What follows belongs to an exercise in optimizing a design on an open flow for small area and a short achievable clock period; a production flow would make more cautious choices. The RTL was checked by simulation tests, not by an equivalence proof against the original design. Power is estimated from default activity; no workload was simulated.

File: flow/config.mk
export PLATFORM = sky130hd
export DESIGN_NAME = neural_network
export DESIGN_NICKNAME = neural_network
export VERILOG_FILES = /design/flow/design.v
export SDC_FILE = /design/flow/constraint.sdc
export NUM_CORES = 4
export LEC_CHECK = 0
export CAP_MARGIN = 20
export CORE_MARGIN = 2
export CORE_UTILIZATION = 40
export CTS_CLUSTER_DIAMETER = 100
export CTS_CLUSTER_SIZE = 40
export SETUP_SLACK_MARGIN = 4.5
export SLEW_MARGIN = 20
export SYNTH_HIERARCHICAL = 1
File: flow/constraint.sdc
create_clock -name core_clock -period 9.0 [get_ports {clk}]
set_input_delay 1.8000 -clock core_clock [delete_from_list [all_inputs] [get_ports {clk}]]
set_output_delay 1.8000 -clock core_clock [all_outputs]
set_load 0.01 [all_outputs]
File: flow/design.v
module machine (
    input wire clk,
    input wire reset,
    input wire changes,
    output reg st_in,
    output reg st_buff,
    output reg st_out,
    output wire n_in,
    output wire n_hold,
    output wire n_out,
    output wire p_take,
    output wire p_keep
);
assign n_in = ~st_in | reset;
assign n_hold = ~st_buff | reset;
assign n_out = ~st_out | reset;
assign p_take = ~st_buff | reset;
assign p_keep = st_buff | reset;
reg cur_buff, cur_out;
always @(posedge clk) begin
    if (reset) begin
        cur_buff <= 1'b0;
        cur_out <= 1'b0;
        st_in <= 1'b1;
        st_buff <= 1'b0;
        st_out <= 1'b0;
    end else begin
        if (changes) begin
            cur_buff <= ~cur_buff;
            cur_out <= cur_buff;
        end
        st_in <= ~(cur_buff | cur_out);
        st_buff <= cur_buff;
        st_out <= cur_out;
    end
end
endmodule
module shift_register_inputs (
    input wire clk,
    input wire n_in,
    input wire n_hold,
    input wire n_out,
    input wire [7:0] data_in,
    input wire [1:0] selector_output,
    input wire [7:0] s0, s1, s2, s3,
    input wire [3:0] neg_r,
    output reg [7:0] x0, x1, x2, x3,
    output reg [7:0] network_outputs
);
wire [3:0] kill = neg_r | {4{n_out}};
always @(posedge clk) begin
    x0 <= (~data_in | {8{n_in}}) & (x0 | {8{n_hold}}) & (~s0 | {8{kill[0]}});
    x1 <= (x0 | {8{n_in}}) & (x1 | {8{n_hold}}) & (~s1 | {8{kill[1]}});
    x2 <= (x1 | {8{n_in}}) & (x2 | {8{n_hold}}) & (~s2 | {8{kill[2]}});
    x3 <= (x2 | {8{n_in}}) & (x3 | {8{n_hold}}) & (~s3 | {8{kill[3]}});
end
always @(posedge clk) begin
    case (selector_output)
        2'd0: network_outputs <= ~x0;
        2'd1: network_outputs <= ~x1;
        2'd2: network_outputs <= ~x2;
        default: network_outputs <= ~x3;
    endcase
end
endmodule
module register_parameters (
    input wire clk,
    input wire take,
    input wire keep,
    input wire [7:0] data_in,
    output reg [191:0] p
);
always @(posedge clk)
    p <= ({~data_in, p[191:8]} | {192{take}}) & (p | {192{keep}});
endmodule
module perceptron(
    input [7:0] xn0,
    input [7:0] xn1,
    input [7:0] xn2,
    input [7:0] xn3,
    input [7:0] wn0,
    input [7:0] wn1,
    input [7:0] wn2,
    input [7:0] wn3,
    input [7:0] bn,
    input [7:0] thn,
    output [7:0] s,
    output neg_r
);
wire p0 = ~xn0[0] & ~wn0[0];
wire p1 = ~xn0[0] & ~wn0[1];
wire p2 = ~xn0[0] & ~wn0[2];
wire p3 = ~xn0[0] & ~wn0[3];
wire p4 = ~xn0[0] & ~wn0[4];
wire p5 = ~xn0[0] & ~wn0[5];
wire p6 = ~xn0[0] & ~wn0[6];
wire p7 = ~xn0[0] & ~wn0[7];
wire p8 = ~xn0[1] & ~wn0[0];
wire p9 = ~xn0[1] & ~wn0[1];
wire p10 = ~xn0[1] & ~wn0[2];
wire p11 = ~xn0[1] & ~wn0[3];
wire p12 = ~xn0[1] & ~wn0[4];
wire p13 = ~xn0[1] & ~wn0[5];
wire p14 = ~xn0[1] & ~wn0[6];
wire p15 = ~xn0[2] & ~wn0[0];
wire p16 = ~xn0[2] & ~wn0[1];
wire p17 = ~xn0[2] & ~wn0[2];
wire p18 = ~xn0[2] & ~wn0[3];
wire p19 = ~xn0[2] & ~wn0[4];
wire p20 = ~xn0[2] & ~wn0[5];
wire p21 = ~xn0[3] & ~wn0[0];
wire p22 = ~xn0[3] & ~wn0[1];
wire p23 = ~xn0[3] & ~wn0[2];
wire p24 = ~xn0[3] & ~wn0[3];
wire p25 = ~xn0[3] & ~wn0[4];
wire p26 = ~xn0[4] & ~wn0[0];
wire p27 = ~xn0[4] & ~wn0[1];
wire p28 = ~xn0[4] & ~wn0[2];
wire p29 = ~xn0[4] & ~wn0[3];
wire p30 = ~xn0[5] & ~wn0[0];
wire p31 = ~xn0[5] & ~wn0[1];
wire p32 = ~xn0[5] & ~wn0[2];
wire p33 = ~xn0[6] & ~wn0[0];
wire p34 = ~xn0[6] & ~wn0[1];
wire p35 = ~xn0[7] & ~wn0[0];
wire p36 = ~xn1[0] & ~wn1[0];
wire p37 = ~xn1[0] & ~wn1[1];
wire p38 = ~xn1[0] & ~wn1[2];
wire p39 = ~xn1[0] & ~wn1[3];
wire p40 = ~xn1[0] & ~wn1[4];
wire p41 = ~xn1[0] & ~wn1[5];
wire p42 = ~xn1[0] & ~wn1[6];
wire p43 = ~xn1[0] & ~wn1[7];
wire p44 = ~xn1[1] & ~wn1[0];
wire p45 = ~xn1[1] & ~wn1[1];
wire p46 = ~xn1[1] & ~wn1[2];
wire p47 = ~xn1[1] & ~wn1[3];
wire p48 = ~xn1[1] & ~wn1[4];
wire p49 = ~xn1[1] & ~wn1[5];
wire p50 = ~xn1[1] & ~wn1[6];
wire p51 = ~xn1[2] & ~wn1[0];
wire p52 = ~xn1[2] & ~wn1[1];
wire p53 = ~xn1[2] & ~wn1[2];
wire p54 = ~xn1[2] & ~wn1[3];
wire p55 = ~xn1[2] & ~wn1[4];
wire p56 = ~xn1[2] & ~wn1[5];
wire p57 = ~xn1[3] & ~wn1[0];
wire p58 = ~xn1[3] & ~wn1[1];
wire p59 = ~xn1[3] & ~wn1[2];
wire p60 = ~xn1[3] & ~wn1[3];
wire p61 = ~xn1[3] & ~wn1[4];
wire p62 = ~xn1[4] & ~wn1[0];
wire p63 = ~xn1[4] & ~wn1[1];
wire p64 = ~xn1[4] & ~wn1[2];
wire p65 = ~xn1[4] & ~wn1[3];
wire p66 = ~xn1[5] & ~wn1[0];
wire p67 = ~xn1[5] & ~wn1[1];
wire p68 = ~xn1[5] & ~wn1[2];
wire p69 = ~xn1[6] & ~wn1[0];
wire p70 = ~xn1[6] & ~wn1[1];
wire p71 = ~xn1[7] & ~wn1[0];
wire p72 = ~xn2[0] & ~wn2[0];
wire p73 = ~xn2[0] & ~wn2[1];
wire p74 = ~xn2[0] & ~wn2[2];
wire p75 = ~xn2[0] & ~wn2[3];
wire p76 = ~xn2[0] & ~wn2[4];
wire p77 = ~xn2[0] & ~wn2[5];
wire p78 = ~xn2[0] & ~wn2[6];
wire p79 = ~xn2[0] & ~wn2[7];
wire p80 = ~xn2[1] & ~wn2[0];
wire p81 = ~xn2[1] & ~wn2[1];
wire p82 = ~xn2[1] & ~wn2[2];
wire p83 = ~xn2[1] & ~wn2[3];
wire p84 = ~xn2[1] & ~wn2[4];
wire p85 = ~xn2[1] & ~wn2[5];
wire p86 = ~xn2[1] & ~wn2[6];
wire p87 = ~xn2[2] & ~wn2[0];
wire p88 = ~xn2[2] & ~wn2[1];
wire p89 = ~xn2[2] & ~wn2[2];
wire p90 = ~xn2[2] & ~wn2[3];
wire p91 = ~xn2[2] & ~wn2[4];
wire p92 = ~xn2[2] & ~wn2[5];
wire p93 = ~xn2[3] & ~wn2[0];
wire p94 = ~xn2[3] & ~wn2[1];
wire p95 = ~xn2[3] & ~wn2[2];
wire p96 = ~xn2[3] & ~wn2[3];
wire p97 = ~xn2[3] & ~wn2[4];
wire p98 = ~xn2[4] & ~wn2[0];
wire p99 = ~xn2[4] & ~wn2[1];
wire p100 = ~xn2[4] & ~wn2[2];
wire p101 = ~xn2[4] & ~wn2[3];
wire p102 = ~xn2[5] & ~wn2[0];
wire p103 = ~xn2[5] & ~wn2[1];
wire p104 = ~xn2[5] & ~wn2[2];
wire p105 = ~xn2[6] & ~wn2[0];
wire p106 = ~xn2[6] & ~wn2[1];
wire p107 = ~xn2[7] & ~wn2[0];
wire p108 = ~xn3[0] & ~wn3[0];
wire p109 = ~xn3[0] & ~wn3[1];
wire p110 = ~xn3[0] & ~wn3[2];
wire p111 = ~xn3[0] & ~wn3[3];
wire p112 = ~xn3[0] & ~wn3[4];
wire p113 = ~xn3[0] & ~wn3[5];
wire p114 = ~xn3[0] & ~wn3[6];
wire p115 = ~xn3[0] & ~wn3[7];
wire p116 = ~xn3[1] & ~wn3[0];
wire p117 = ~xn3[1] & ~wn3[1];
wire p118 = ~xn3[1] & ~wn3[2];
wire p119 = ~xn3[1] & ~wn3[3];
wire p120 = ~xn3[1] & ~wn3[4];
wire p121 = ~xn3[1] & ~wn3[5];
wire p122 = ~xn3[1] & ~wn3[6];
wire p123 = ~xn3[2] & ~wn3[0];
wire p124 = ~xn3[2] & ~wn3[1];
wire p125 = ~xn3[2] & ~wn3[2];
wire p126 = ~xn3[2] & ~wn3[3];
wire p127 = ~xn3[2] & ~wn3[4];
wire p128 = ~xn3[2] & ~wn3[5];
wire p129 = ~xn3[3] & ~wn3[0];
wire p130 = ~xn3[3] & ~wn3[1];
wire p131 = ~xn3[3] & ~wn3[2];
wire p132 = ~xn3[3] & ~wn3[3];
wire p133 = ~xn3[3] & ~wn3[4];
wire p134 = ~xn3[4] & ~wn3[0];
wire p135 = ~xn3[4] & ~wn3[1];
wire p136 = ~xn3[4] & ~wn3[2];
wire p137 = ~xn3[4] & ~wn3[3];
wire p138 = ~xn3[5] & ~wn3[0];
wire p139 = ~xn3[5] & ~wn3[1];
wire p140 = ~xn3[5] & ~wn3[2];
wire p141 = ~xn3[6] & ~wn3[0];
wire p142 = ~xn3[6] & ~wn3[1];
wire p143 = ~xn3[7] & ~wn3[0];
wire s0_144, c0_145;
csa_fa u146 (~bn[0], p0, p36, s0_144, c0_145);
wire h0_147, k0_148;
csa_ha u149 (p72, p108, h0_147, k0_148);
wire s1_150, c1_151;
csa_fa u152 (~bn[1], p1, p8, s1_150, c1_151);
wire s1_153, c1_154;
csa_fa u155 (p37, p44, p73, s1_153, c1_154);
wire s1_156, c1_157;
csa_fa u158 (p80, p109, p116, s1_156, c1_157);
wire s1_159, c1_160;
csa_fa u161 (k0_148, c0_145, s1_150, s1_159, c1_160);
wire h1_162, k1_163;
csa_ha u164 (s1_153, s1_156, h1_162, k1_163);
wire s2_165, c2_166;
csa_fa u167 (~bn[2], p2, p9, s2_165, c2_166);
wire s2_168, c2_169;
csa_fa u170 (p15, p38, p45, s2_168, c2_169);
wire s2_171, c2_172;
csa_fa u173 (p51, p74, p81, s2_171, c2_172);
wire s2_174, c2_175;
csa_fa u176 (p87, p110, p117, s2_174, c2_175);
wire s2_177, c2_178;
csa_fa u179 (p123, c1_151, c1_154, s2_177, c2_178);
wire s2_180, c2_181;
csa_fa u182 (c1_157, s2_165, s2_168, s2_180, c2_181);
wire s2_183, c2_184;
csa_fa u185 (s2_171, s2_174, k1_163, s2_183, c2_184);
wire s2_186, c2_187;
csa_fa u188 (c1_160, s2_177, s2_180, s2_186, c2_187);
wire s3_189, c3_190;
csa_fa u191 (~bn[3], p3, p10, s3_189, c3_190);
wire s3_192, c3_193;
csa_fa u194 (p16, p21, p39, s3_192, c3_193);
wire s3_195, c3_196;
csa_fa u197 (p46, p52, p57, s3_195, c3_196);
wire s3_198, c3_199;
csa_fa u200 (p75, p82, p88, s3_198, c3_199);
wire s3_201, c3_202;
csa_fa u203 (p93, p111, p118, s3_201, c3_202);
wire s3_204, c3_205;
csa_fa u206 (p124, p129, c2_166, s3_204, c3_205);
wire s3_207, c3_208;
csa_fa u209 (c2_169, c2_172, c2_175, s3_207, c3_208);
wire s3_210, c3_211;
csa_fa u212 (s3_189, s3_192, s3_195, s3_210, c3_211);
wire s3_213, c3_214;
csa_fa u215 (s3_198, s3_201, c2_178, s3_213, c3_214);
wire s3_216, c3_217;
csa_fa u218 (c2_181, s3_204, s3_207, s3_216, c3_217);
wire s3_219, c3_220;
csa_fa u221 (s3_210, c2_184, s3_213, s3_219, c3_220);
wire h3_222, k3_223;
csa_ha u224 (c2_187, s3_216, h3_222, k3_223);
wire s4_225, c4_226;
csa_fa u227 (~bn[4], p4, p11, s4_225, c4_226);
wire s4_228, c4_229;
csa_fa u230 (p17, p22, p26, s4_228, c4_229);
wire s4_231, c4_232;
csa_fa u233 (p40, p47, p53, s4_231, c4_232);
wire s4_234, c4_235;
csa_fa u236 (p58, p62, p76, s4_234, c4_235);
wire s4_237, c4_238;
csa_fa u239 (p83, p89, p94, s4_237, c4_238);
wire s4_240, c4_241;
csa_fa u242 (p98, p112, p119, s4_240, c4_241);
wire s4_243, c4_244;
csa_fa u245 (p125, p130, p134, s4_243, c4_244);
wire s4_246, c4_247;
csa_fa u248 (c3_190, c3_193, c3_196, s4_246, c4_247);
wire s4_249, c4_250;
csa_fa u251 (c3_199, c3_202, s4_225, s4_249, c4_250);
wire s4_252, c4_253;
csa_fa u254 (s4_228, s4_231, s4_234, s4_252, c4_253);
wire s4_255, c4_256;
csa_fa u257 (s4_237, s4_240, s4_243, s4_255, c4_256);
wire s4_258, c4_259;
csa_fa u260 (c3_205, c3_208, c3_211, s4_258, c4_259);
wire s4_261, c4_262;
csa_fa u263 (s4_246, s4_249, s4_252, s4_261, c4_262);
wire s4_264, c4_265;
csa_fa u266 (s4_255, c3_214, c3_217, s4_264, c4_265);
wire s4_267, c4_268;
csa_fa u269 (s4_258, s4_261, k3_223, s4_267, c4_268);
wire h4_270, k4_271;
csa_ha u272 (c3_220, s4_264, h4_270, k4_271);
wire s5_273, c5_274;
csa_fa u275 (~bn[5], p5, p12, s5_273, c5_274);
wire s5_276, c5_277;
csa_fa u278 (p18, p23, p27, s5_276, c5_277);
wire s5_279, c5_280;
csa_fa u281 (p30, p41, p48, s5_279, c5_280);
wire s5_282, c5_283;
csa_fa u284 (p54, p59, p63, s5_282, c5_283);
wire s5_285, c5_286;
csa_fa u287 (p66, p77, p84, s5_285, c5_286);
wire s5_288, c5_289;
csa_fa u290 (p90, p95, p99, s5_288, c5_289);
wire s5_291, c5_292;
csa_fa u293 (p102, p113, p120, s5_291, c5_292);
wire s5_294, c5_295;
csa_fa u296 (p126, p131, p135, s5_294, c5_295);
wire s5_297, c5_298;
csa_fa u299 (p138, c4_226, c4_229, s5_297, c5_298);
wire s5_300, c5_301;
csa_fa u302 (c4_232, c4_235, c4_238, s5_300, c5_301);
wire s5_303, c5_304;
csa_fa u305 (c4_241, c4_244, s5_273, s5_303, c5_304);
wire s5_306, c5_307;
csa_fa u308 (s5_276, s5_279, s5_282, s5_306, c5_307);
wire s5_309, c5_310;
csa_fa u311 (s5_285, s5_288, s5_291, s5_309, c5_310);
wire s5_312, c5_313;
csa_fa u314 (s5_294, c4_247, c4_250, s5_312, c5_313);
wire s5_315, c5_316;
csa_fa u317 (c4_253, c4_256, s5_297, s5_315, c5_316);
wire s5_318, c5_319;
csa_fa u320 (s5_300, s5_303, s5_306, s5_318, c5_319);
wire s5_321, c5_322;
csa_fa u323 (s5_309, c4_259, c4_262, s5_321, c5_322);
wire s5_324, c5_325;
csa_fa u326 (s5_312, s5_315, s5_318, s5_324, c5_325);
wire s5_327, c5_328;
csa_fa u329 (c4_265, s5_321, c4_268, s5_327, c5_328);
wire h5_330, k5_331;
csa_ha u332 (k4_271, s5_324, h5_330, k5_331);
wire s6_333, c6_334;
csa_fa u335 (~bn[6], p6, p13, s6_333, c6_334);
wire s6_336, c6_337;
csa_fa u338 (p19, p24, p28, s6_336, c6_337);
wire s6_339, c6_340;
csa_fa u341 (p31, p33, p42, s6_339, c6_340);
wire s6_342, c6_343;
csa_fa u344 (p49, p55, p60, s6_342, c6_343);
wire s6_345, c6_346;
csa_fa u347 (p64, p67, p69, s6_345, c6_346);
wire s6_348, c6_349;
csa_fa u350 (p78, p85, p91, s6_348, c6_349);
wire s6_351, c6_352;
csa_fa u353 (p96, p100, p103, s6_351, c6_352);
wire s6_354, c6_355;
csa_fa u356 (p105, p114, p121, s6_354, c6_355);
wire s6_357, c6_358;
csa_fa u359 (p127, p132, p136, s6_357, c6_358);
wire s6_360, c6_361;
csa_fa u362 (p139, p141, c5_274, s6_360, c6_361);
wire s6_363, c6_364;
csa_fa u365 (c5_277, c5_280, c5_283, s6_363, c6_364);
wire s6_366, c6_367;
csa_fa u368 (c5_286, c5_289, c5_292, s6_366, c6_367);
wire s6_369, c6_370;
csa_fa u371 (c5_295, s6_333, s6_336, s6_369, c6_370);
wire s6_372, c6_373;
csa_fa u374 (s6_339, s6_342, s6_345, s6_372, c6_373);
wire s6_375, c6_376;
csa_fa u377 (s6_348, s6_351, s6_354, s6_375, c6_376);
wire s6_378, c6_379;
csa_fa u380 (s6_357, c5_298, c5_301, s6_378, c6_379);
wire s6_381, c6_382;
csa_fa u383 (c5_304, c5_307, c5_310, s6_381, c6_382);
wire s6_384, c6_385;
csa_fa u386 (s6_360, s6_363, s6_366, s6_384, c6_385);
wire s6_387, c6_388;
csa_fa u389 (s6_369, s6_372, s6_375, s6_387, c6_388);
wire s6_390, c6_391;
csa_fa u392 (c5_313, c5_316, s6_378, s6_390, c6_391);
wire s6_393, c6_394;
csa_fa u395 (c5_319, s6_381, s6_384, s6_393, c6_394);
wire s6_396, c6_397;
csa_fa u398 (s6_387, c5_322, s6_390, s6_396, c6_397);
wire s6_399, c6_400;
csa_fa u401 (c5_325, s6_393, k5_331, s6_399, c6_400);
wire h6_402, k6_403;
csa_ha u404 (s6_396, c5_328, h6_402, k6_403);
wire x405;
csa_x u406 (~bn[7], p7, x405);
wire x407;
csa_x u408 (p14, p20, x407);
wire x409;
csa_x u410 (p25, p29, x409);
wire x411;
csa_x u412 (p32, p34, x411);
wire x413;
csa_x u414 (p35, p43, x413);
wire x415;
csa_x u416 (p50, p56, x415);
wire x417;
csa_x u418 (p61, p65, x417);
wire x419;
csa_x u420 (p68, p70, x419);
wire x421;
csa_x u422 (p71, p79, x421);
wire x423;
csa_x u424 (p86, p92, x423);
wire x425;
csa_x u426 (p97, p101, x425);
wire x427;
csa_x u428 (p104, p106, x427);
wire x429;
csa_x u430 (p107, p115, x429);
wire x431;
csa_x u432 (p122, p128, x431);
wire x433;
csa_x u434 (p133, p137, x433);
wire x435;
csa_x u436 (p140, p142, x435);
wire x437;
csa_x u438 (p143, x405, x437);
wire x439;
csa_x u440 (x407, x409, x439);
wire x441;
csa_x u442 (x411, x413, x441);
wire x443;
csa_x u444 (x415, x417, x443);
wire x445;
csa_x u446 (x419, x421, x445);
wire x447;
csa_x u448 (x423, x425, x447);
wire x449;
csa_x u450 (x427, x429, x449);
wire x451;
csa_x u452 (x431, x433, x451);
wire x453;
csa_x u454 (x435, c6_334, x453);
wire x455;
csa_x u456 (c6_337, c6_340, x455);
wire x457;
csa_x u458 (c6_343, c6_346, x457);
wire x459;
csa_x u460 (c6_349, c6_352, x459);
wire x461;
csa_x u462 (c6_355, c6_358, x461);
wire x463;
csa_x u464 (x437, x439, x463);
wire x465;
csa_x u466 (x441, x443, x465);
wire x467;
csa_x u468 (x445, x447, x467);
wire x469;
csa_x u470 (x449, x451, x469);
wire x471;
csa_x u472 (x453, x455, x471);
wire x473;
csa_x u474 (x457, x459, x473);
wire x475;
csa_x u476 (x461, x463, x475);
wire x477;
csa_x u478 (x465, x467, x477);
wire x479;
csa_x u480 (x469, c6_361, x479);
wire x481;
csa_x u482 (c6_364, c6_367, x481);
wire x483;
csa_x u484 (x471, x473, x483);
wire x485;
csa_x u486 (x475, x477, x485);
wire x487;
csa_x u488 (c6_370, c6_373, x487);
wire x489;
csa_x u490 (c6_376, x479, x489);
wire x491;
csa_x u492 (x481, x483, x491);
wire x493;
csa_x u494 (x485, x487, x493);
wire x495;
csa_x u496 (x489, x491, x495);
wire x497;
csa_x u498 (c6_379, c6_382, x497);
wire x499;
csa_x u500 (c6_385, x493, x499);
wire x501;
csa_x u502 (c6_388, x495, x501);
wire x503;
csa_x u504 (x497, x499, x503);
wire x505;
csa_x u506 (x501, x503, x505);
wire x507;
csa_x u508 (c6_391, c6_394, x507);
wire x509;
csa_x u510 (x505, x507, x509);
wire x511;
csa_x u512 (c6_397, x509, x511);
wire x513;
csa_x u514 (x511, c6_400, x513);
wire x515;
csa_x u516 (k6_403, x513, x515);
wire [6:0] ra = {s6_399, s5_327, s4_267, s3_219, s2_183, s1_159, s0_144};
wire [6:0] rb = {h6_402, h5_330, h4_270, h3_222, s2_186, h1_162, h0_147};
wire [7:0] lo = {1'b0, ra} + {1'b0, rb};
assign s = {x515 ^ lo[7], lo[6:0]};
wire [7:0] rr = s + thn + 8'd1;
assign neg_r = rr[7];
endmodule
module csa_fa(input a, input b, input c, output s, output co);
assign s = a ^ b ^ c;
assign co = (a & b) | (a & c) | (b & c);
endmodule
module csa_ha(input a, input b, output s, output co);
assign s = a ^ b;
assign co = a & b;
endmodule
module csa_x(input a, input b, output s);
assign s = a ^ b;
endmodule
module neural_network (
    input wire clk,
    input wire reset,
    input wire changes,
    input wire [1:0] selector_output,
    input wire [7:0] data_in,
    output wire [7:0] network_outputs
);
wire st_in, st_buff, st_out;
wire n_in, n_hold, n_out, p_take, p_keep;
machine machine_inst (
    .clk(clk), .reset(reset), .changes(changes),
    .st_in(st_in), .st_buff(st_buff), .st_out(st_out),
    .n_in(n_in), .n_hold(n_hold), .n_out(n_out), .p_take(p_take), .p_keep(p_keep)
);
wire [191:0] p;
register_parameters reg_params_inst (
    .clk(clk), .take(p_take), .keep(p_keep), .data_in(data_in), .p(p)
);
wire [7:0] x0, x1, x2, x3;
wire [7:0] s0, s1, s2, s3;
wire [3:0] neg_r;
shift_register_inputs shift_reg_inst (
    .clk(clk), .n_in(n_in), .n_hold(n_hold), .n_out(n_out),
    .data_in(data_in), .selector_output(selector_output),
    .s0(s0), .s1(s1), .s2(s2), .s3(s3), .neg_r(neg_r),
    .x0(x0), .x1(x1), .x2(x2), .x3(x3),
    .network_outputs(network_outputs)
);
wire [7:0] w00 = p[7:0];
wire [7:0] w01 = p[15:8];
wire [7:0] w02 = p[23:16];
wire [7:0] w03 = p[31:24];
wire [7:0] b0 = p[39:32];
wire [7:0] th0 = p[47:40];
wire [7:0] w10 = p[55:48];
wire [7:0] w11 = p[63:56];
wire [7:0] w12 = p[71:64];
wire [7:0] w13 = p[79:72];
wire [7:0] b1 = p[87:80];
wire [7:0] th1 = p[95:88];
wire [7:0] w20 = p[103:96];
wire [7:0] w21 = p[111:104];
wire [7:0] w22 = p[119:112];
wire [7:0] w23 = p[127:120];
wire [7:0] b2 = p[135:128];
wire [7:0] th2 = p[143:136];
wire [7:0] w30 = p[151:144];
wire [7:0] w31 = p[159:152];
wire [7:0] w32 = p[167:160];
wire [7:0] w33 = p[175:168];
wire [7:0] b3 = p[183:176];
wire [7:0] th3 = p[191:184];
perceptron perceptron0 (.xn0(x0), .xn1(x1), .xn2(x2), .xn3(x3), .wn0(w00), .wn1(w01), .wn2(w02), .wn3(w03), .bn(b0), .thn(th0), .s(s0), .neg_r(neg_r[0]));
perceptron perceptron1 (.xn0(x0), .xn1(x1), .xn2(x2), .xn3(x3), .wn0(w10), .wn1(w11), .wn2(w12), .wn3(w13), .bn(b1), .thn(th1), .s(s1), .neg_r(neg_r[1]));
perceptron perceptron2 (.xn0(x0), .xn1(x1), .xn2(x2), .xn3(x3), .wn0(w20), .wn1(w21), .wn2(w22), .wn3(w23), .bn(b2), .thn(th2), .s(s2), .neg_r(neg_r[2]));
perceptron perceptron3 (.xn0(x0), .xn1(x1), .xn2(x2), .xn3(x3), .wn0(w30), .wn1(w31), .wn2(w32), .wn3(w33), .bn(b3), .thn(th3), .s(s3), .neg_r(neg_r[3]));
endmodule
File: flow/run.sh
#!/bin/bash
# synth_recipe.tcl (not shown) runs the flow's synth.tcl, then flattens the netlist and writes it again
# the make line also repeats each setting of config.mk as NAME=value (left out here)
make -C /OpenROAD-flow-scripts/flow DESIGN_CONFIG=/design/flow/config.mk WORK_HOME=/design/flow/orfs CLKGATE_MAP_FILE= SYNTH_SCRIPT=/design/flow/synth_recipe.tcl finish
==> impl_metrics.toml, run 1 <==
[power]
p_total_mw = 2.14
powerDensity_mw_per_mm2 = 88.9
leakage_nw = 11.5
irDropWorstVdd_uv = 126

[global_routing]
first_global_vias = 16900
grt.met2_usage_pct = 43.6
grt_max_degree = 87
gr-total-overflow = 0
grt_util_met3_pct = 4.43
grt_pass1_wl_um = 104000
grtUsageMet1_pct = 34.0
gr-max-usage-layer = "met2"
grt_use_total_pct = 26.4
antenna_found_initial = 1

[timing]
clock.fmax_mhz = 188
fin_skew_ns = 0.0386
min_period_over_period_pct = 59.2
layout_min_cycle_time_ns = 5.33
worst_slew_pin_slew_ns = 0.897
finalSetupTns_ns = 0
whs_ns = 0.466
hold_violations = 0
rsz0062_at_grt = "yes"
finalSetupViolations = 0
maxSlewViolCount = 0
slew_headroom_pct = 40.2

[yosys]
avgSynthCellArea_um2 = 10.2
ys_seq_elements = 237
synthTopCellsByCount = "nor2_1, fa_1, dfxtp_1"
post-synth-top-count-cell = "nor2_1"
syn_area_mm2 = 0.0202
synth_edf_count = 0
postSynth.asyncResetShare_pct = 0
ys_warn_count = 9
synth_top_cell_by_area = "fa_1"
synth_top_area_share_pct = 32.5
yosys-top-cells-area = "fa_1, dfxtp_1, nor2_1"
ys_types = 33
syn-num-nets = 2394
synth_ff_type = "dfxtp_1"
ys_seq_area_share_pct = 23.5
syn-instance-count = 1977

[die]
die_h_um = 229
core-area_mm2 = 0.0501
dieWidth_um = 229
ios = 21
rows = 82
die_area_mm2 = 0.0524
start_util_pct = 40.4

[clock_network]
ctsRootBufferMaster = "clkbuf_16"
cts_buffers = 15
holdBufCountCts = 0
clkTransAtPathRegs_ns = 0.12
clock_path_buffers = 3
clock-sinks = 237
cts_tree = "built"
worst_skew_pair.late_latency_ns = 0.55
cts_htree_levels = 1

[route]
viasPerCell = 5.78
drt_iter0_drc = 1477
drt-wirelength-per-cell_um = 25.0
ant_nets = 0
num_vias = 15800
drc = 0
firstDrtPassIters = 5
wirelength_um = 68500

[layout]
drive_gt1_share_pct = 21.1
nets = 2475
area_growth_pct = 19.1
nFillCells = 4581
multi_input_area_mm2 = 0.0158
seqCellArea_mm2 = 0.00492
n_antenna_cell = 0

[placed_design]
dp_hpwl_um = 42000
io_buffers = 20
gp_congestion = 0.910

[critical_path]
cp_top_family = "adder cells"
path_common_cell = "fa_1"
cp_cell_sequence = "nor2_1 -> fa_1 -> fa_1 -> fa_1 -> fa_1 -> ha_2 -> fa_1 -> ha_4 -> xnor2_4 -> ha_4 -> a21oi_2 -> nand3_1 -> nor2_2 -> xnor2_2 -> xor2_1 -> nor2_2 -> buf_6 -> a21oi_2"
critPathRequiredTime_ns = 9.48
max_stage_delay_ns = 0.59
crit_path_end_kind = "register"
path_max_fanout = 10
cp-start-kind = "register"
arrival_ns = 5.81
path_buf_inv = 1
crit_slowest_cell = "fa_1"
critPathKind = "reg2reg"

[run_status]
status = "no timing/DRC/antenna violations"

[job]
cap_violations = 0

[min_path]
min_path_type = "reg2reg"
modules after synthesis (local to each module, per instance), a selection:
module                 area [µm²]  copies in the design
machine                       179                     1
csa_fa                       20.0                   324
shift_register_inputs        1450                     1
perceptron                   1000                     4
csa_x                        8.76                   224
csa_ha                       12.5                    24
sequential cells by signal (all words and copies together) (netlist names):
register / count
shift_reg_inst.x1: 8
machine_inst.st_buff: 1
shift_reg_inst.x2: 8
machine_inst.st_out: 1
shift_reg_inst.x3: 8
shift_reg_inst.x0: 8
machine_inst.cur_out: 1
reg_params_inst.p: 192
shift_reg_inst.network_outputs: 8
machine_inst.st_in: 1
machine_inst.cur_buff: 1
layer usage:
layer / share of wire [%] / wire [µm]
met1: 40 / 27500
met5: 0.019 / 13
met2: 47 / 32100
met3: 7.6 / 5230
met4: 5.4 / 3700
layout make-up:
cell class,instances,share of cell area [%]
clock buffers,16,1.57
clock inverters,10,0.613
inverters,46,0.717
multi-input cells,1611,65.4
flip-flops and latches,237,20.4
well taps,672,3.49
repair buffers,147,7.81
per-stage QoR:
stage	area (µm²)	worst slack [ns]	utilization, %	cells
finish	24100	3.67	48.1	2739
global route	24100	3.52	48.1	2739
CTS	23900	3.76	47.8	2737
detailed placement	21300	3.10	42.5	2591
global placement	21300	3.17	42.5	2591
floorplan	21000	4.13	-	1977
final timing paths:
path	startpoint	end	slack [ns]	depth (start not counted)
max	reg_params_inst.p[144]$_DFF_P_	shift_reg_inst.x3[0]$_DFF_P_	3.67	18
min	machine_inst.cur_out$_SDFFE_PP0P_	machine_inst.st_in$_SDFF_PP1_	0.47	1
max reg2reg	reg_params_inst.p[144]$_DFF_P_	shift_reg_inst.x3[0]$_DFF_P_	3.67	18
min reg2reg	machine_inst.cur_out$_SDFFE_PP0P_	machine_inst.st_in$_SDFF_PP1_	0.47	1
power by group:
group	switching, mW	internal, mW	leakage (nW)
clock network	0.455	0.342	0.254
logic	0.149	0.107	9.34
registers	0.0326	1.06	1.90
layout by cell type, fill, tap and decap left out, types with 12 or more instances in the layout:
cell type        Yosys  final
nor2_1             602    544
fa_1               328    271
xor2_1             236    236
o22a_1             184    184
dfxtp_1            237    164
buf_4                1     71
fa_2                 0     57
ha_1                76     51
inv_1               45     45
nor2_2               0     41
dfxtp_2              0     41
buf_12               0     36
dfxtp_4              0     32
a21oi_2              4     29
a21oi_1             56     27
o22ai_1             24     24
clkdlybuf4s50_1      0     20
ha_4                 0     18
nor2_4               0     17
clkbuf_16            0     15
nand3_1             12     12
a21o_1              12     12
timing repair:
item	4_1_cts	5_1_grt
pin swaps	34	25
endpoints found under the setup margin	32	32
gates resized for setup	130	51
gates cloned	1	0
buffers inserted	119	2
worst reg2reg max path: stages (launching register included):
cell,delay [ns]
dfxtp_2,0.55
nor2_1,0.13
fa_1,0.59
fa_1,0.46
fa_1,0.58
fa_1,0.45
ha_2,0.20
fa_1,0.48
ha_4,0.29
xnor2_4,0.24
ha_4,0.26
a21oi_2,0.12
nand3_1,0.09
nor2_2,0.14
xnor2_2,0.13
xor2_1,0.20
nor2_2,0.06
buf_6,0.18
a21oi_2,0.14
cell families after synthesis:
| kind of cell | share of synthesized area [%] |
|---|---|
| AO/OA/AOI/OAI | 11.7 |
| multiplexers | 0.940 |
| XOR/XNOR | 11.3 |
| buffers and inverters | 3.30 |
| AND/OR/NAND/NOR | 12.2 |
| flip-flops | 23.5 |
| adder cells (fa/ha/maj) | 37.2 |
==> run 2: changes to the inputs <==
--- a/flow/config.mk
+++ b/flow/config.mk
@@ -10,5 +10,3 @@
 export CORE_UTILIZATION = 40
-export CTS_CLUSTER_DIAMETER = 100
-export CTS_CLUSTER_SIZE = 40
-export SETUP_SLACK_MARGIN = 4.5
+export SETUP_SLACK_MARGIN = 3
 export SLEW_MARGIN = 20
==> run 2 against run 1 <==
  * Count of clock-buffer cells in the layout up 19
  * First-iteration DRC count is 22% lower
  * Critical endpoint is now shift_reg_inst.x3[5]$_DFF_P_
  * Critical path depth up 1
  * Clock power rose by 38%
  * Worst hold slack got worse by 0.015 ns
  * Critical path type unchanged
  * Still clean
==> impl_metrics.toml, run 2 <==
[run_status]
status = "no timing/DRC/antenna violations"

[yosys]
synth_top_area_share_pct = 32.5
ys_seq_elements = 237
syn_area_mm2 = 0.0202
syn-instance-count = 1977
postSynth.asyncResetShare_pct = 0
synth_ff_type = "dfxtp_1"
post-synth-top-count-cell = "nor2_1"
avgSynthCellArea_um2 = 10.2
synthTopCellsByCount = "nor2_1, fa_1, dfxtp_1"
synth_top_cell_by_area = "fa_1"
yosys-top-cells-area = "fa_1, dfxtp_1, nor2_1"
ys_warn_count = 9
ys_seq_area_share_pct = 23.5
synth_edf_count = 0
ys_types = 33
syn-num-nets = 2394

[die]
die_h_um = 229
ios = 21
start_util_pct = 40.4
dieWidth_um = 229
die_area_mm2 = 0.0524
core-area_mm2 = 0.0501
rows = 82

[route]
drc = 0
drt_iter0_drc = 1156
firstDrtPassIters = 5
viasPerCell = 5.64
wirelength_um = 60300
ant_nets = 0
num_vias = 15000
drt-wirelength-per-cell_um = 22.7

[layout]
area_growth_pct = 8.48
final_cells = 2662
regMostFlops = "reg_params_inst.p"
multi_input_area_mm2 = 0.0148
drive_gt1_share_pct = 5.58
n_antenna_cell = 0
nets = 2388
post-route-util_pct = 43.8
seqCellArea_mm2 = 0.00478
mostFrequentLayoutCells = "nor2_1, fa_1, xor2_1"
layout_commonest_cell = "nor2_1"
largest_reg_flops = 192
nFillCells = 4853

[timing]
hold_violations = 0
maxSlewViolCount = 0
rsz0062_at_grt = "no"
whs_ns = 0.451
layout_min_cycle_time_ns = 5.77
fin_skew_ns = 0.0382
worst_slew_pin_slew_ns = 1.06
finalSetupViolations = 0
clock.fmax_mhz = 173
min_period_over_period_pct = 64.1
slew_headroom_pct = 29.5
finalSetupTns_ns = 0

[clock_network]
postCtsSetupBuffers = 0
cts_tree = "built"
cts_htree_levels = 1
clkTransAtPathRegs_ns = 0.06
clock_path_buffers = 3
clock-sinks = 237
cts_buffers = 27
worst_skew_pair.late_latency_ns = 0.59
holdBufCountCts = 0
ctsRootBufferMaster = "clkbuf_16"

[global_routing]
grt_pass1_wl_um = 93600
grt_use_total_pct = 23.3
grt_max_degree = 96
antenna_found_initial = 1
gr-total-overflow = 0
first_global_vias = 15900

[job]
cap_violations = 0

[power]
power_frac_clock_pct = 47.0
leakage_nw = 11.0
irDropWorstVdd_uv = 127
p_int_mw = 1.74
p_sw_mw = 0.610
powerDensity_mw_per_mm2 = 107
power_frac_comb_pct = 6.4
seqPwrFrac_pct = 46.6
swShare_pct = 26.0

[critical_path]
critPathRequiredTime_ns = 9.45
cp-start-kind = "register"
crit_path_end_kind = "register"
path_max_fanout = 27
critPathKind = "reg2reg"
arrival_ns = 6.22

[placed_design]
io_buffers = 20
dp.cells = 2614
gp_congestion = 0.918
dp_hpwl_um = 42300

[min_path]
min_path_type = "reg2reg"
-- run 2: cell counts after synthesis --
Identical to the previous run, type by type.
-- run 2: worst paths after layout --
kind	start	endpoint	slack, ns	cells past startpoint
setup / recovery	shift_reg_inst.x0[2]$_DFF_P_	shift_reg_inst.x3[5]$_DFF_P_	3.23	19
hold / removal	machine_inst.cur_out$_SDFFE_PP0P_	machine_inst.st_in$_SDFF_PP1_	0.45	1
setup reg to reg	shift_reg_inst.x0[2]$_DFF_P_	shift_reg_inst.x3[5]$_DFF_P_	3.23	19
hold reg to reg	machine_inst.cur_out$_SDFFE_PP0P_	machine_inst.st_in$_SDFF_PP1_	0.45	1
-- run 2: layer usage --
layer	share of wire (%)	vias up	track usage [%]
met1	42	7640	30.5
met2	45	646	36.7
met4	6.0	0	12.3
met3	7.3	182	4.42
met5	0	-	0
li1	-	6533	-
-- run 2: cells by family after synthesis --
group | Yosys count | synth area share [%]
muxes | 9 | 0.940
buffers and inverters | 129 | 3.30
adders and majority gates | 404 | 37.2
AOI/OAI and AO/OA | 305 | 11.7
DFF | 237 | 23.5
xor gates and xnor gates | 257 | 11.3
and+or+nand+nor | 636 | 12.2
-- run 2: cell type report --
| class | instances | share of cell area [%] |
|---|---|---|
| clock buffer | 35 | 3.35 |
| clock inverter | 13 | 0.610 |
| inverter | 46 | 0.787 |
| multi-input combinational | 1611 | 67.6 |
| sequential | 237 | 21.8 |
| tap | 672 | 3.83 |
| timing repair buffer | 48 | 2.05 |
-- run 2: power by group through the flow --
stage | clock network, mW | registers [mW] | logic, mW
2_1_floorplan | 0 | 1.11 | 0.0775
3_3_place_gp | 0 | 1.12 | 0.146
3_5_place_dp | 0 | 1.12 | 0.147
4_1_cts | 1.13 | 1.09 | 0.147
5_1_grt | 1.17 | 1.09 | 0.159
6_report | 1.10 | 1.09 | 0.151
-- run 2: modules after synthesis (local to each module, per instance), a selection --
module                 cells inside  copies in the design
machine                          17                     1
register_parameters             435                     1
shift_register_inputs           133                     1
csa_fa                            1                   324
csa_ha                            1                    24
perceptron                      205                     4
csa_x                             1                   224
-- run 2: what timing repair did --
action                                  CTS  global route
gates resized for setup                  10            24
pin swaps                                 0             0
endpoints found under the setup margin   32            32
hold endpoints to repair                  0             0
-- run 2: critical path: stages, from the launching register on --
cell and delay (ns):
dfxtp_1 0.30, buf_4 0.43, nor2_1 0.13, fa_1 0.47, fa_1 0.59, fa_1 0.43, ha_1 0.20, fa_1 0.38
fa_1 0.37, ha_1 0.28, ha_1 0.33, xnor2_1 0.32, ha_1 0.33, a21oi_1 0.16, nand3_1 0.08, nor2_1 0.13
xnor2_1 0.15, xor2_1 0.10, nor2_2 0.28, a21oi_1 0.14
-- run 2: per-stage QoR --
step	setup slack, ns	total power [mW]	cell area (µm²)
after floorplan	3.57	1.19	20200
after global placement	2.77	1.26	21000
after detailed placement	2.67	1.26	21000
after CTS	3.00	2.37	21900
after global routing	3.00	2.42	21900
final	3.23	2.35	21900
==> run 3: changes to the inputs <==
--- a/flow/config.mk
+++ b/flow/config.mk
@@ -10,3 +10,3 @@
 export CORE_UTILIZATION = 40
-export SETUP_SLACK_MARGIN = 3
+export SETUP_SLACK_MARGIN = 3.75
 export SLEW_MARGIN = 20
==> run 3 against run 2 <==
  * Critical path type unchanged
  * Clock power increased by 21%
  * Worst hold slack improved by 0.0062 ns
  * Flip-flop and latch count unchanged
  * Sequential power about the same
  * Design area increased by 10%
  * Register-to-register slack improved by 0.32 ns
  * Critical path depth increased by 1
  * Setup slack improved by 0.32 ns
==> impl_metrics.toml, run 3 <==
[yosys]
synth_top_cell_by_area = "fa_1"
synth_ff_type = "dfxtp_1"
ys_types = 33
synth_top_area_share_pct = 32.5
post-synth-top-count-cell = "nor2_1"
syn-num-nets = 2394
synth_edf_count = 0
yosys-top-cells-area = "fa_1, dfxtp_1, nor2_1"
avgSynthCellArea_um2 = 10.2
ys_seq_elements = 237
syn-instance-count = 1977
synthTopCellsByCount = "nor2_1, fa_1, dfxtp_1"
syn_area_mm2 = 0.0202
ys_seq_area_share_pct = 23.5
postSynth.asyncResetShare_pct = 0
ys_warn_count = 9

[power]
leakage_nw = 11.7
irDropWorstVdd_uv = 137
powerDensity_mw_per_mm2 = 110

[placed_design]
dp_hpwl_um = 41900
io_buffers = 20
gp_congestion = 0.890
dp.cells = 2604

[layout]
regMostFlops = "reg_params_inst.p"
final_cells = 2731
n_antenna_cell = 0
drive_gt1_share_pct = 17.9
area_growth_pct = 19.3
largest_reg_flops = 192
nets = 2454
mostFrequentLayoutCells = "nor2_1, fa_1, xor2_1"
layout_commonest_cell = "nor2_1"

[timing]
maxSlewViolCount = 0
finalSetupViolations = 0
rsz0062_at_grt = "yes"
clock.fmax_mhz = 183
finalSetupTns_ns = 0
layout_min_cycle_time_ns = 5.45
slew_headroom_pct = 33.4
min_period_over_period_pct = 60.6
fin_skew_ns = 0.0131
worst_slew_pin_slew_ns = 0.998
hold_violations = 0

[critical_path]
cp-start-kind = "register"
critPathRequiredTime_ns = 9.51
arrival_ns = 5.96
crit_path_end_kind = "register"
max_stage_delay_ns = 0.58
crit_slowest_cell = "fa_1"
cp_top_family = "adder cells"
cp_cell_sequence = "buf_12 -> buf_12 -> nor2_4 -> fa_1 -> fa_1 -> fa_1 -> fa_1 -> ha_2 -> fa_1 -> ha_4 -> xnor2_4 -> ha_4 -> a21oi_2 -> nand3_1 -> nor2_2 -> xnor2_1 -> xor2_1 -> nor2_4 -> buf_12 -> a21oi_2"
path_common_cell = "fa_1"
critPathKind = "reg2reg"
path_buf_inv = 3
path_max_fanout = 8

[global_routing]
grt_pass1_wl_um = 103000
grt_max_degree = 89
gr-total-overflow = 0
grt_use_total_pct = 26.1
first_global_vias = 16500
antenna_found_initial = 0

[die]
rows = 82
start_util_pct = 40.4
dieWidth_um = 229
die_h_um = 229
core-area_mm2 = 0.0501
die_area_mm2 = 0.0524
ios = 21

[clock_network]
worst_skew_pair.late_latency_ns = 0.59
ctsRootBufferMaster = "clkbuf_16"
clock-sinks = 237
clkTransAtPathRegs_ns = 0.06
holdBufCountCts = 0
cts_tree = "built"
clock_path_buffers = 3
cts_htree_levels = 1
cts_buffers = 28

[route]
drt-wirelength-per-cell_um = 25.3
viasPerCell = 5.76
wirelength_um = 69100
num_vias = 15700
ant_nets = 0
drc = 0
firstDrtPassIters = 5
drt_iter0_drc = 1367

[min_path]
min_path_type = "reg2reg"

[job]
cap_violations = 0

[run_status]
status = "no timing/DRC/antenna violations"
[run 3: cell counts after synthesis]
No cell type changed its count.
[run 3: final timing paths]
path	cells after the start	start	to	slack [ns]
hold reg to reg	1	machine_inst.cur_out$_SDFFE_PP0P_	machine_inst.st_in$_SDFF_PP1_	0.46
setup / recovery	20	shift_reg_inst.x1[0]$_DFF_P_	shift_reg_inst.x2[5]$_DFF_P_	3.55
setup reg to reg	20	shift_reg_inst.x1[0]$_DFF_P_	shift_reg_inst.x2[5]$_DFF_P_	3.55
hold / removal	1	machine_inst.cur_out$_SDFFE_PP0P_	machine_inst.st_in$_SDFF_PP1_	0.46
[run 3: logic make-up after synthesis]
family	Yosys count	synth area share, %
flip-flops	237	23.5
AND/OR/NAND/NOR	636	12.2
AO/OA/AOI/OAI	305	11.7
multiplexers	9	0.940
XOR/XNOR	257	11.3
adder cells (fa/ha/maj)	404	37.2
buffers and inverters	129	3.30
[run 3: what timing repair did]
action                                  CTS  global route
endpoints found under the setup margin   32            32
gates cloned                              6             2
buffers inserted                         57            10
pin swaps                                45            32
resized for setup                       189            82
[run 3: area by class of cell]
class	count	area [µm²]
Multi-Input combinational cell	1611	15600
Clock inverter	16	292
Sequential cell	237	4860
Timing Repair Buffer	113	1620
Fill cell	4650	25900
Tap cell	672	841
Clock buffer	36	782
Inverter	46	173
[run 3: worst register-to-register path, delay by kind of cell, from the launching register on]
family                     cells  cell delay [ns]
AOI/OAI and AO/OA              2             0.28
xor gates and xnor gates       3             0.63
adders and majority gates      8             3.21
buffers and inverters          3             0.48
DFF                            1             0.43
and+or+nand+nor                4             0.35
[run 3: per-module statistics from Yosys, one instance, submodules excluded, a selection]
module                 copies in the design  flip-flops and latches  cell area, µm²
register_parameters                       1                     192            5850
perceptron                                4                       0            1000
csa_x                                   224                       0            8.76
shift_register_inputs                     1                      40            1450
machine                                   1                       5             179
csa_fa                                  324                       0            20.0
csa_ha                                   24                       0            12.5
[run 3: metal layers]
metal | GRT usage [%] | vias to the layer above | share of wire, %
met5 | 0 | - | 0
met4 | 10.4 | 0 | 5.0
met3 | 4.93 | 191 | 8.6
met2 | 43.1 | 736 | 47
met1 | 33.8 | 8128 | 40
li1 | - | 6683 | -
[run 3: power breakdown]
group | internal (mW) | switching (mW) | total, mW
registers | 1.06 | 0.0300 | 1.09
clock network | 0.840 | 0.489 | 1.33
logic | 0.0955 | 0.146 | 0.241
total | 2.00 | 0.665 | 2.66
[run 3: stage by stage]
| stage | worst slack, ns | power [mW] | hold slack [ns] | area (µm²) | util, % |
|---|---|---|---|---|---|
| 2_1_floorplan | 3.76 | 1.19 | 0.419 | 20200 | - |
| 3_3_place_gp | 2.62 | 1.26 | 0.433 | 20900 | 41.8 |
| 3_5_place_dp | 2.55 | 1.26 | 0.457 | 20900 | 41.8 |
| 4_1_cts | 3.70 | 2.66 | 0.465 | 23700 | 47.3 |
| 5_1_grt | 3.40 | 2.72 | 0.498 | 24100 | 48.2 |
| 6_report | 3.55 | 2.66 | 0.457 | 24100 | 48.2 |
==> run 4: changes to the inputs <==
--- a/flow/config.mk
+++ b/flow/config.mk
@@ -10,3 +10,3 @@
 export CORE_UTILIZATION = 40
-export SETUP_SLACK_MARGIN = 3.75
+export SETUP_SLACK_MARGIN = 3.4
 export SLEW_MARGIN = 20
==> run 4 against run 3 <==
  * Maximum frequency decreased by 0.52%
  * Non-clock buffer count decreased by 36
  * Synthesized cell count unchanged
  * Critical path depth decreased by 1
  * Sequential power about the same
  * Critical endpoint is now shift_reg_inst.x0[2]$_DFF_P_
  * Sequential share of layout area increased by 1.1 points
  * Flip-flop and latch count unchanged
  * Global-route usage decreased by 2.6 points
  * Power decreased by 10%
  * First-iteration DRC count increased by 1.8%
  * Final cell count decreased by 1.5%
  * Largest cell class unchanged
  * Via count decreased by 2.8%
==> impl_metrics.toml, run 4 <==
[layout]
n_antenna_cell = 0
regMostFlops = "reg_params_inst.p"
area_growth_pct = 12.8
mostFrequentLayoutCells = "nor2_1, fa_1, xor2_1"
design_area_mm2 = 0.0228
largest_reg_flops = 192
post-route-util_pct = 45.6
drive_gt1_share_pct = 10.6
layout_commonest_cell = "nor2_1"
final_cells = 2691
nets = 2417
nFillCells = 4759

[placed_design]
placed_area_mm2 = 0.0210
dp.cells = 2614
place_worst_setup_slack_ns = 2.67
dp_hpwl_um = 42300
io_buffers = 20
gp_congestion = 0.918

[yosys]
ys_seq_area_share_pct = 23.5
syn-num-nets = 2394
synthXorXnorAreaFrac_pct = 11.3
synth_compound_area_share_pct = 11.7
ys_seq_elements = 237
synth_top_area_share_pct = 32.5
synth_ff_type = "dfxtp_1"
ys_warn_count = 9
synth_top_family_by_area = "adder cells"
syn_area_mm2 = 0.0202
synthSimpleGateAreaFrac_pct = 12.2
synth.area.mux_share_pct = 0.940
postSynth.asyncResetShare_pct = 0
synth_fa_ha_area_share_pct = 37.2
synth_edf_count = 0
post-synth-top-count-cell = "nor2_1"
syn-instance-count = 1977
synth_top_cell_by_area = "fa_1"
yosys-top-cells-area = "fa_1, dfxtp_1, nor2_1"
synthTopCellsByCount = "nor2_1, fa_1, dfxtp_1"
ys_types = 33
avgSynthCellArea_um2 = 10.2

[timing]
finalSetupViolations = 0
fin_skew_ns = 0.0404
whs_ns = 0.451
maxSlewViolCount = 0
finalSetupTns_ns = 0
clock.fmax_mhz = 182
slew_headroom_pct = 26.6
layout_min_cycle_time_ns = 5.48
layout_setup_ws_ns = 3.52
min_period_over_period_pct = 60.9
rsz0062_at_grt = "yes"
worst_slew_pin_slew_ns = 1.10
hold_violations = 0

[global_routing]
antenna_found_initial = 1
grt_pass1_wl_um = 94000
first_global_vias = 16000
grt_max_degree = 96
gr-total-overflow = 0
grt_use_total_pct = 23.4

[run_status]
status = "no timing/DRC/antenna violations"

[route]
firstDrtPassIters = 5
viasPerCell = 5.69
ant_nets = 0
num_vias = 15300
wirelength_um = 64100
drt_iter0_drc = 1391
drc = 0
drt-wirelength-per-cell_um = 23.8

[power]
p_total_mw = 2.39
leakage_nw = 11.3
irDropWorstVdd_uv = 128
powerDensity_mw_per_mm2 = 105

[die]
ios = 21
start_util_pct = 40.4
core-area_mm2 = 0.0501
dieWidth_um = 229
die_h_um = 229
die_area_mm2 = 0.0524
rows = 82

[clock_network]
ctsRootBufferMaster = "clkbuf_16"
cts_htree_levels = 1
clock-sinks = 237
clkTransAtPathRegs_ns = 0.06
holdBufCountCts = 0
worst_skew_pair.late_latency_ns = 0.59
clock_path_buffers = 3
cts_tree = "built"
cts_buffers = 27

[critical_path]
max_stage_delay_ns = 0.57
path_max_fanout = 13
path_common_cell = "fa_1"
arrival_ns = 5.97
cp_top_family = "adder cells"
crit_slowest_cell = "fa_1"
crit_path_end_kind = "register"
cp-start-kind = "register"
rr_startpoint = "shift_reg_inst.x0[1]$_DFF_P_"
rrSetupSlack_ns = 3.52
reg2reg_to = "shift_reg_inst.x0[2]$_DFF_P_"
r2r_cells = 19
critPathKind = "reg2reg"
path_buf_inv = 2
cp_cell_sequence = "buf_12 -> buf_4 -> nor2_1 -> fa_1 -> fa_1 -> fa_1 -> fa_1 -> fa_1 -> ha_1 -> ha_4 -> xnor2_4 -> ha_4 -> a21oi_1 -> nand3_1 -> nor2_1 -> xnor2_1 -> xor2_1 -> nor2_4 -> a221oi_1"
critPathRequiredTime_ns = 9.49

[min_path]
holdPathEnd = "machine_inst.st_out$_SDFF_PP0_"
whs_path_depth = 1
min_path_type = "reg2reg"
worstHoldStart = "machine_inst.cur_out$_SDFFE_PP0P_"

[job]
cap_violations = 0
run 4: cell counts after synthesis:
Identical to the previous run, type by type.
run 4: cells by family (layout without fill, tap and decap cells):
logic type                 count (synthesis)  in the layout
AOI/OAI and AO/OA                        305            305
xor gates and xnor gates                 257            257
adders and majority gates                404            404
buffers and inverters                    129            171
DFF                                      237            237
muxes                                      9              9
and+or+nand+nor                          636            636
run 4: area by class of cell:
cell class,instances,area [µm²],area share (%)
timing repair buffer,77,1020,4.46
clock buffer,35,736,3.22
multi-input combinational,1611,15100,66.0
clock inverter,13,134,0.586
inverter,46,173,0.756
tap,672,841,3.68
sequential,237,4850,21.2
run 4: report_power, final:
group | switching [mW] | total [mW] | internal [mW] | leakage [nW]
Combinational | 0.129 | 0.198 | 0.0689 | 9.00
Sequential | 0.0264 | 1.09 | 1.06 | 1.91
Clock | 0.476 | 1.11 | 0.633 | 0.422
Total | 0.632 | 2.39 | 1.76 | 11.3
run 4: per-module statistics from Yosys (local to each module, per instance), excerpt:
module                 times used  cell area (µm²)
shift_register_inputs           1             1450
machine                         1              179
csa_ha                         24             12.5
csa_fa                        324             20.0
register_parameters             1             5850
csa_x                         224             8.76
perceptron                      4             1000
run 4: routing by layer:
metal | wire length, µm | GRT usage (%) | vias to the layer above
met5 | 0 | 0 | -
met4 | 3870 | 11.9 | 0
met2 | 28900 | 37.1 | 683
met3 | 5380 | 4.57 | 186
li1 | - | - | 6590
met1 | 25900 | 30.7 | 7842
run 4: worst max path at each step:
stage	start	endpoint	cells after the start
after CTS	shift_reg_inst.x0[4]$_DFF_P_	shift_reg_inst.x0[5]$_DFF_P_	18
after floorplan	shift_reg_inst.x2[1]$_DFF_P_	shift_reg_inst.x0[0]$_DFF_P_	18
after detailed placement	shift_reg_inst.x1[0]$_DFF_P_	shift_reg_inst.x3[1]$_DFF_P_	18
after global routing	shift_reg_inst.x0[1]$_DFF_P_	shift_reg_inst.x0[6]$_DFF_P_	19
after global placement	shift_reg_inst.x1[0]$_DFF_P_	shift_reg_inst.x2[0]$_DFF_P_	18
final	shift_reg_inst.x0[1]$_DFF_P_	shift_reg_inst.x0[2]$_DFF_P_	19
run 4: what timing repair did:
action,CTS,global route
gates cloned,1,7
pin swaps,2,2
endpoints found under the setup margin,32,32
resized for setup,60,98
buffers inserted,9,12
==> run 5: changes to the inputs <==
--- a/flow/config.mk
+++ b/flow/config.mk
@@ -10,3 +10,3 @@
 export CORE_UTILIZATION = 40
-export SETUP_SLACK_MARGIN = 3.4
+export SETUP_SLACK_MARGIN = 3.5
 export SLEW_MARGIN = 20
==> run 5 against run 4 <==
  * Synthesized area is the same
  * Largest cell class unchanged
  * Largest power group unchanged
  * Die area is the same
  * Non-clock buffer count grew 10
  * Flip-flop and latch count unchanged
  * Setup slack improved by 0.074 ns
  * Sequential share of layout area fell by 0.26 points
  * Synthesized cell count unchanged
  * Register-to-register slack improved by 0.07 ns
  * Clock skew about the same
==> impl_metrics.toml, run 5 <==
[global_routing]
gr-max-usage-layer = "met2"
grtUsageMet1_pct = 30.7
grt_use_total_pct = 23.6
grt_max_degree = 96
grt_util_met3_pct = 4.85
first_global_vias = 16000
antenna_found_initial = 1
grt_pass1_wl_um = 94400
grt.met2_usage_pct = 37.3
gr-total-overflow = 0

[power]
power_frac_clock_pct = 46.1
p_int_mw = 1.77
leakage_nw = 11.4
p_sw_mw = 0.640
swShare_pct = 26.6
power_frac_comb_pct = 8.8
irDropWorstVdd_uv = 129
seqPwrFrac_pct = 45.1
powerDensity_mw_per_mm2 = 104

[clock_network]
holdBufCountCts = 0
clock-sinks = 237
ctsRootBufferMaster = "clkbuf_16"
clkTransAtPathRegs_ns = 0.06
cts_tree = "built"
cts_buffers = 27
worst_skew_pair.late_latency_ns = 0.59
clock_path_buffers = 3
cts_htree_levels = 1

[yosys]
ys_warn_count = 9
syn-instance-count = 1977
syn-num-nets = 2394
synth_top_cell_by_area = "fa_1"
synth_ff_type = "dfxtp_1"
post-synth-top-count-cell = "nor2_1"
yosys-top-cells-area = "fa_1, dfxtp_1, nor2_1"
postSynth.asyncResetShare_pct = 0
ys_seq_area_share_pct = 23.5
avgSynthCellArea_um2 = 10.2
synth_edf_count = 0
ys_seq_elements = 237
ys_types = 33
synthTopCellsByCount = "nor2_1, fa_1, dfxtp_1"
synth_top_area_share_pct = 32.5
syn_area_mm2 = 0.0202

[critical_path]
crit_path_end_kind = "register"
path_common_cell = "fa_1"
cp-start-kind = "register"
cp_cell_sequence = "buf_12 -> clkbuf_16 -> nor2_1 -> fa_1 -> fa_1 -> fa_1 -> fa_1 -> fa_1 -> ha_1 -> ha_4 -> xnor2_4 -> ha_4 -> a21oi_1 -> nand3_1 -> nor2_1 -> xnor2_1 -> xor2_1 -> nor2_4 -> a221oi_1"
critPathRequiredTime_ns = 9.49
cp_top_family = "adder cells"
path_buf_inv = 2
crit_slowest_cell = "fa_1"
critPathKind = "reg2reg"
max_stage_delay_ns = 0.49
path_max_fanout = 8
arrival_ns = 5.90

[route]
viasPerCell = 5.72
firstDrtPassIters = 5
num_vias = 15400
wirelength_um = 65400
ant_nets = 0
drc = 0
drt-wirelength-per-cell_um = 24.2
drt_iter0_drc = 1391

[placed_design]
io_buffers = 20
gp_congestion = 0.918
dp_hpwl_um = 42300

[timing]
fin_skew_ns = 0.0407
worst_slew_pin_slew_ns = 1.08
clock.fmax_mhz = 185
layout_min_cycle_time_ns = 5.41
rsz0062_at_grt = "yes"
finalSetupTns_ns = 0
min_period_over_period_pct = 60.1
whs_ns = 0.447
maxSlewViolCount = 0
hold_violations = 0
slew_headroom_pct = 27.8
finalSetupViolations = 0

[layout]
drive_gt1_share_pct = 12.4
largest_reg_flops = 192
n_antenna_cell = 0
regMostFlops = "reg_params_inst.p"
seqCellArea_mm2 = 0.00486
mostFrequentLayoutCells = "nor2_1, fa_1, xor2_1"
multi_input_area_mm2 = 0.0152
area_growth_pct = 14.5
nFillCells = 4700
post-route-util_pct = 46.2
nets = 2427
layout_commonest_cell = "nor2_1"

[job]
cap_violations = 0

[die]
die_h_um = 229
core-area_mm2 = 0.0501
rows = 82
ios = 21
dieWidth_um = 229
die_area_mm2 = 0.0524
start_util_pct = 40.4

[run_status]
status = "no timing/DRC/antenna violations"

[min_path]
min_path_type = "reg2reg"
-- run 5: cell counts after synthesis --
Identical to the previous run, type by type.
-- run 5: worst paths after layout --
check | start | endpoint | slack (ns) | depth (start not counted)
hold reg to reg | machine_inst.cur_out$_SDFFE_PP0P_ | machine_inst.st_out$_SDFF_PP0_ | 0.45 | 1
setup reg to reg | shift_reg_inst.x0[1]$_DFF_P_ | shift_reg_inst.x0[2]$_DFF_P_ | 3.59 | 19
setup / recovery | shift_reg_inst.x0[1]$_DFF_P_ | shift_reg_inst.x0[2]$_DFF_P_ | 3.59 | 19
hold / removal | machine_inst.cur_out$_SDFFE_PP0P_ | machine_inst.st_out$_SDFF_PP0_ | 0.45 | 1
-- run 5: logic make-up (layout without fill, tap and decap cells) --
family,count (synthesis),after routing,share of synthesized area [%]
simple gates,636,636,12.2
buf+inv,129,181,3.30
fa+ha+maj,404,404,37.2
xor+xnor,257,257,11.3
mux,9,9,0.940
compound gates,305,305,11.7
flops,237,237,23.5
-- run 5: worst register-to-register path: stages, from the launching register on --
cell	delay, ns
dfxtp_4	0.36
buf_12	0.13
clkbuf_16	0.18
nor2_1	0.14
fa_1	0.48
fa_1	0.49
fa_1	0.43
fa_1	0.41
fa_1	0.48
ha_1	0.34
ha_4	0.26
xnor2_4	0.21
ha_4	0.24
a21oi_1	0.14
nand3_1	0.09
nor2_1	0.12
xnor2_1	0.15
xor2_1	0.26
nor2_4	0.11
a221oi_1	0.29
-- run 5: per-stage QoR --
step,instance area [µm²],setup WS [ns],power (mW),std cells
after global placement,21000,2.77,1.26,2614
after global routing,23200,3.44,2.47,2701
final,23200,3.59,2.41,2701
after CTS,22200,3.47,2.39,2676
after floorplan,20200,3.57,1.19,1977
after detailed placement,21000,2.67,1.26,2614
-- run 5: layer usage --
| layer | routed length, µm | part of all wire (%) |
|---|---|---|
| met1 | 26200 | 40 |
| met2 | 29000 | 44 |
| met3 | 5830 | 8.9 |
| met4 | 4370 | 6.7 |
| met5 | 0 | 0 |
-- run 5: timing repair --
action | in CTS | in global routing
pin swaps | 2 | 20
setup buffers | 12 | 15
resized for setup | 77 | 125
gates cloned | 2 | 10
setup endpoints to repair | 32 | 32
-- run 5: final cells by class --
type / instances / area share, %
multi-input cells: 1611 / 65.8
flip-flops and latches: 237 / 21.0
repair buffers: 87 / 5.12
well taps: 672 / 3.63
clock buffers: 35 / 3.18
inverters: 46 / 0.746
clock inverters: 13 / 0.578
-- run 5: power groups by stage --
stage | Sequential, mW | Clock (mW) | Combinational [mW]
finish | 1.09 | 1.11 | 0.211
global route | 1.09 | 1.17 | 0.217
CTS | 1.09 | 1.13 | 0.169
detailed placement | 1.12 | 0 | 0.147
global placement | 1.12 | 0 | 0.146
floorplan | 1.11 | 0 | 0.0775
-- run 5: Yosys stat by module (local to each module, per instance), excerpt --
module,cells,times used,area [µm²]
csa_ha,1,24,12.5
csa_x,1,224,8.76
perceptron,205,4,1000
machine,17,1,179
register_parameters,435,1,5850
shift_register_inputs,133,1,1450
csa_fa,1,324,20.0
==> run 6: changes to the inputs <==
--- a/flow/config.mk
+++ b/flow/config.mk
@@ -10,2 +10,4 @@
 export CORE_UTILIZATION = 40
+export CTS_CLUSTER_DIAMETER = 80
+export CTS_CLUSTER_SIZE = 30
 export SETUP_SLACK_MARGIN = 3.5
==> run 6 against run 5 <==
  * Sequential power about the same
  * Synthesized area unchanged
  * Synthesized cell count unchanged
  * First-iteration DRC count down 5.1%
  * Via count down 0.46%
  * Utilization up 0.16 points
  * Largest power group is now registers
==> impl_metrics.toml, run 6 <==
[clock_network]
ctsRootBufferMaster = "clkbuf_16"
clock_path_buffers = 3
cts_buffers = 18
clock-sinks = 237

[placed_design]
dp_hpwl_um = 42300
io_buffers = 20
dp.cells = 2614

[min_path]
min_path_type = "reg2reg"

[layout]
nets = 2425
largest_reg_flops = 192
regMostFlops = "reg_params_inst.p"
mostFrequentLayoutCells = "nor2_1, fa_1, xor2_1"

[route]
num_vias = 15400
drt_iter0_drc = 1320
drt-wirelength-per-cell_um = 24.1
ant_nets = 0

[critical_path]
crit_path_end = "shift_reg_inst.x0[1]$_DFF_P_"
cp_top_family = "adder cells"
cp_cell_sequence = "buf_12 -> buf_12 -> nor2_1 -> fa_1 -> fa_1 -> fa_1 -> fa_1 -> ha_1 -> ha_1 -> fa_1 -> ha_4 -> xnor2_4 -> ha_4 -> a21oi_1 -> nand3_1 -> nor2_1 -> xnor2_1 -> xor2_1 -> nor2_4 -> a221oi_2"
critPathRequiredTime_ns = 9.46
worstSetupStartpoint = "shift_reg_inst.x0[1]$_DFF_P_"
path_depth = 20
reg2reg_to = "shift_reg_inst.x0[1]$_DFF_P_"

[yosys]
ys_types = 33
synth_top_cell_by_area = "fa_1"
yosys-top-cells-area = "fa_1, dfxtp_1, nor2_1"
synth.area.mux_share_pct = 0.940
post-synth-top-count-cell = "nor2_1"
avgSynthCellArea_um2 = 10.2
synth_fa_ha_area_share_pct = 37.2
ys_seq_area_share_pct = 23.5
syn-instance-count = 1977
synthSimpleGateAreaFrac_pct = 12.2
ys_warn_count = 9

[timing]
finalSetupViolations = 0
slew_headroom_pct = 28.3
clock.fmax_mhz = 185
hold_violations = 0
min_period_over_period_pct = 60.2
worst_slew_pin_slew_ns = 1.08
layout_min_cycle_time_ns = 5.41

[job]
cap_violations = 0

[global_routing]
grt_max_degree = 96
grt_use_total_pct = 23.4
grt_pass1_wl_um = 93800
antenna_found_initial = 3

[power]
powerDensity_mw_per_mm2 = 98.4

[die]
dieWidth_um = 229

[run_status]
status = "no timing/DRC/antenna violations"
run 6: cell counts after synthesis:
No cell type changed its count.
run 6: how the worst min path moves through the flow:
| stage | startpoint | end | slack, ns | cells after the start |
|---|---|---|---|---|
| 2_1_floorplan | machine_inst.cur_out$_SDFFE_PP0P_ | machine_inst.st_in$_SDFF_PP1_ | 0.42 | 1 |
| 3_3_place_gp | machine_inst.cur_out$_SDFFE_PP0P_ | machine_inst.st_in$_SDFF_PP1_ | 0.44 | 1 |
| 3_5_place_dp | machine_inst.cur_out$_SDFFE_PP0P_ | machine_inst.st_in$_SDFF_PP1_ | 0.44 | 1 |
| 4_1_cts | machine_inst.cur_out$_SDFFE_PP0P_ | machine_inst.st_in$_SDFF_PP1_ | 0.46 | 1 |
| 5_1_grt | machine_inst.cur_out$_SDFFE_PP0P_ | machine_inst.st_in$_SDFF_PP1_ | 0.48 | 1 |
| 6_report | machine_inst.cur_out$_SDFFE_PP0P_ | machine_inst.st_in$_SDFF_PP1_ | 0.45 | 1 |
run 6: routing by layer:
| metal | global-route usage, % | part of all wire [%] | vias to the layer above |
|---|---|---|---|
| met5 | 0 | 0.020 | - |
| met4 | 11.2 | 5.3 | 2 |
| met3 | 4.38 | 8.4 | 184 |
| met2 | 37.3 | 45 | 702 |
| met1 | 30.7 | 41 | 7873 |
| li1 | - | - | 6614 |
run 6: what timing repair did:
| action | in CTS | in global routing |
|---|---|---|
| resized for setup | 77 | 160 |
| endpoints found under the setup margin | 32 | 32 |
| pin swaps | 2 | 31 |
| gates cloned | 1 | 9 |
| setup buffers | 12 | 24 |
run 6: Yosys stat by module (local to each module, per instance), excerpt:
module	flip-flops and latches	times used	cells	cell area, µm²
csa_ha	0	24	1	12.5
perceptron	0	4	205	1000
csa_x	0	224	1	8.76
csa_fa	0	324	1	20.0
shift_register_inputs	40	1	133	1450
machine	5	1	17	179
register_parameters	192	1	435	5850
run 6: cell type report:
cell class              instances  area [µm²]
clock inverters                11         238
flip-flops and latches        237        4870
multi-input cells            1611       15300
inverters                      46         173
well taps                     672         841
repair buffers                 94        1300
clock buffers                  21         503
fillers                      4702       26800
run 6: kinds of logic (layout without fill, tap and decap cells):
family	count (synthesis)	in the layout
and+or+nand+nor	636	636
adders and majority gates	404	404
AOI/OAI and AO/OA	305	305
xor gates and xnor gates	257	257
DFF	237	237
buffers and inverters	129	172
muxes	9	9
run 6: metrics by stage:
stage | hold slack (ns) | worst slack, ns | cell area [µm²]
floorplan | 0.419 | 3.57 | 20200
global placement | 0.436 | 2.77 | 21000
detailed placement | 0.443 | 2.67 | 21000
CTS | 0.457 | 3.50 | 22100
global route | 0.478 | 3.45 | 23200
finish | 0.455 | 3.59 | 23200
run 6: where the power goes:
part	total, mW	switching, mW	internal [mW]
registers	1.08	0.0251	1.06
logic	0.219	0.137	0.0820
clock network	0.984	0.504	0.480

Check on run 6: ideal ports give 3.586 ns setup slack; a clkbuf_16 on the clock port and buf_2 on the inputs give 3.586 ns; moving port delays by the midpoint clock arrival (0.593 ns) as well gives 3.586 ns.
